This is an optimization exercise on Yosys and OpenROAD, whose aim is small area and a short achievable clock period, not a production implementation. The RTL was checked by simulation tests, not by an equivalence proof against the original design. Power is estimated from default activity; no workload was simulated.

Design MIPS, start of the top module:
module MIPS(
	input cclk,
	input reset,
	input [31:0] imem_data,
	output [31:0] imem_addr,
	output [31:0] result
    );
Size: ~2,400 flip-flops, about 98 I/O pins, roughly 98,000 um^2 of cells after synthesis.
clock: 12.0 ns
lec_check: 0
cap_margin: 20
cell_pad_in_sites_detail_placement: 1
core_margin: 2
core_utilization: 40
cts_cluster_diameter: 80
cts_cluster_size: 30
place_density: 0.55
slew_margin: 20
standard.sh (not shown) runs the stock make flow with config.mk's settings and CLKGATE_MAP_FILE= SYNTH_SCRIPT=/design/flow/synth_recipe.tcl, a recipe that flattens the netlist after the stock synthesis.
==> flow/flow/run.sh <==
#!/bin/bash
# Own flow: the standard layout (standard.sh, with its unchanged synthesis),
# with two changes to how the layout is made:
#  - the resizer's setup repair aims at a slack margin below the clock period,
#    so that it works on paths well inside the period instead of stopping at it;
#  - the port buffers are plain buffers (buf_4) rather than the delay cell
#    buffer_ports picks by default.
# Each step's full output is in synth.log / layout.log here and in ORFS's own
# per-step logs under orfs/logs.
set -euo pipefail
MARGIN=8
bash standard.sh synth > synth.log 2>&1
bash standard.sh SETUP_SLACK_MARGIN=$MARGIN "BUFFER_PORTS_ARGS=-buffer_cell sky130_fd_sc_hd__buf_4" finish > layout.log 2>&1
==> next run, changes <==
- CORE_UTILIZATION: 40 -> 35
- CTS_CLUSTER_SIZE: 30 -> 28
- PLACE_DENSITY: 0.55 -> 0.45
After rerunning:
- setup slack degrades by 44 ps
- via count fell slightly
- cell count came out higher by a few percent
- sequential cell count does not change
- power came out higher by a few percent
- hold slack improves by 18 ps
- die area increases by about a fifth
==> next run, changes <==
- CORE_UTILIZATION: 35 -> 45
- CTS_CLUSTER_DIAMETER: 80 -> 75
- PLACE_DENSITY: 0.45 -> 0.62
Effect: The changed run completed with no timing, DRC or antenna violations; utilization climbs by 11 points; synthesized area stays the same; setup slack gets worse by 140 ps; cell area came out lower by 2.2%; clock power drops by 9.8%; clock skew went down by 31 ps; global-route usage rose by 5.0 points; via count grows by 1.4%; non-clock buffer count shrinks by 54; sequential power is about the same; power fell by 4.5%.
==> next run, changes <==
- CAP_MARGIN: 20 -> 10
- CORE_UTILIZATION: 45 -> 40
- CTS_CLUSTER_DIAMETER: 75 -> 80
- CTS_CLUSTER_SIZE: 28 -> 30
- PLACE_DENSITY: 0.62 -> 0.55
- SLEW_MARGIN: 20 -> 10
Outcome: The new run finished with timing, DRC and antenna clean. Final area grows by 0.84%. Worst hold slack degrades by 26 ps. Routed wire length grows by 5.5%. Global-route usage shrinks by 2.6 points. Final cell count grows by 3.8%. Setup slack improves by 130 ps. Power grows by 1.5%. Clock skew shrinks by 5.5 ps.
==> next run, changes <==
- CAP_MARGIN: 10 -> 20
- CTS_CLUSTER_DIAMETER: 80 -> 75
- CTS_CLUSTER_SIZE: 30 -> 28
- SLEW_MARGIN: 10 -> 20
=> The new run finished clean. Fmax came out lower slightly. Worst hold slack barely changes. Core utilization stays flat. Critical path depth rises by 2.

== the baseline ==
Starting RTL as in the previous note.
Settings: LEC_CHECK=0, CAP_MARGIN=20, CELL_PAD_IN_SITES_DETAIL_PLACEMENT=1, CORE_MARGIN=2, CORE_UTILIZATION=40, CTS_CLUSTER_DIAMETER=80, CTS_CLUSTER_SIZE=30, PLACE_DENSITY=0.55, SLEW_MARGIN=20, TNS_END_PERCENT=30; clock period 12.0 ns.
Scripts as last shown in full above: flow/flow/run.sh
The baseline ended with every stage complete and zero timing, DRC or antenna violations.
Changes in the candidate relative to the baseline:
# the baseline
export LEC_CHECK = 0
export CAP_MARGIN = 20
export CELL_PAD_IN_SITES_DETAIL_PLACEMENT = 1
export CORE_MARGIN = 2
export CORE_UTILIZATION = 40
export CTS_CLUSTER_DIAMETER = 80
export CTS_CLUSTER_SIZE = 30
export PLACE_DENSITY = 0.55
export SLEW_MARGIN = 20
export TNS_END_PERCENT = 30
create_clock -name core_clock -period 12.0 [get_ports {cclk}]
# the candidate
export LEC_CHECK = 0
export CAP_MARGIN = 20
export CELL_PAD_IN_SITES_DETAIL_PLACEMENT = 1
export CORE_MARGIN = 2
export CORE_UTILIZATION = 40
export CTS_CLUSTER_DIAMETER = 80
export CTS_CLUSTER_SIZE = 30
export PLACE_DENSITY = 0.55
export SLEW_MARGIN = 20
create_clock -name core_clock -period 12.0 [get_ports {cclk}]
-- flow/flow/run.sh --
<<< the baseline, line 10
set -euo pipefail
MARGIN=8
bash standard.sh synth > synth.log 2>&1
>>> the candidate, line 10
set -euo pipefail
MARGIN=7.5
bash standard.sh synth > synth.log 2>&1
As far as area used by sequential logic in the layout is concerned, the candidate and the baseline perform about the same.
Proportion of cell area occupied by registers on the candidate is up relative to the baseline.
The candidate vs the baseline on sum of internal, switching and leakage power: the candidate is the lower one.
When the candidate is measured against the baseline, its non-clock buffer count turns out 131 lower.
Starting utilization of the core area came out exactly the same in the candidate and the baseline.
[the candidate] global-route usage fell 1.9 points relative to the baseline
Looking at endpoint of the most critical setup path, the preB[25] result is from the candidate; the result[24] one comes from the baseline.

-- re-timing with driven ports --
No port has a modelled driver above. Below, the same layouts with a new extraction and two added sets of constraints.
Step 1 sets driving cells, clkbuf_16 on the clock port and buf_2 on the other inputs (assumed; they add their load-dependent delay and slew).
Step 2 times the ports against the registers' clock, not the clock port: input delays grow and output delays shrink by t, the midpoint of the rising clock arrivals with the driver on.
Three values: ideal, step 1, step 2; two values: the first two.
run	t (ns)	setup WS [ns]	latest minus earliest clock arrival (ns)	worst register clock-pin slew, ns
the first run of note 1	0.959	7.884 / 7.885 / 7.008	0.055 / 0.056	0.12 / 0.12
the second run of note 1	0.963	7.840 / 7.840 / 7.023	0.092 / 0.091	0.12 / 0.12
the third run of note 1	0.948	7.696 / 7.696 / 6.964	0.059 / 0.059	0.12 / 0.12
the fourth run of note 1	0.960	7.827 / 7.827 / 6.976	0.057 / 0.057	0.12 / 0.12
the fifth run of note 1	0.964	7.812 / 7.812 / 7.020	0.077 / 0.077	0.12 / 0.12
the baseline	0.950	7.711 / 7.612 / 6.837	0.092 / 0.092	0.12 / 0.12
the candidate	0.939	7.332 / 7.352 / 6.414	0.062 / 0.063	0.12 / 0.12
After both steps setup and hold are still met in every run listed. The setup slack of the candidate, which loses most, moves by +0.020 ns with the drivers and by -0.918 ns with both steps.
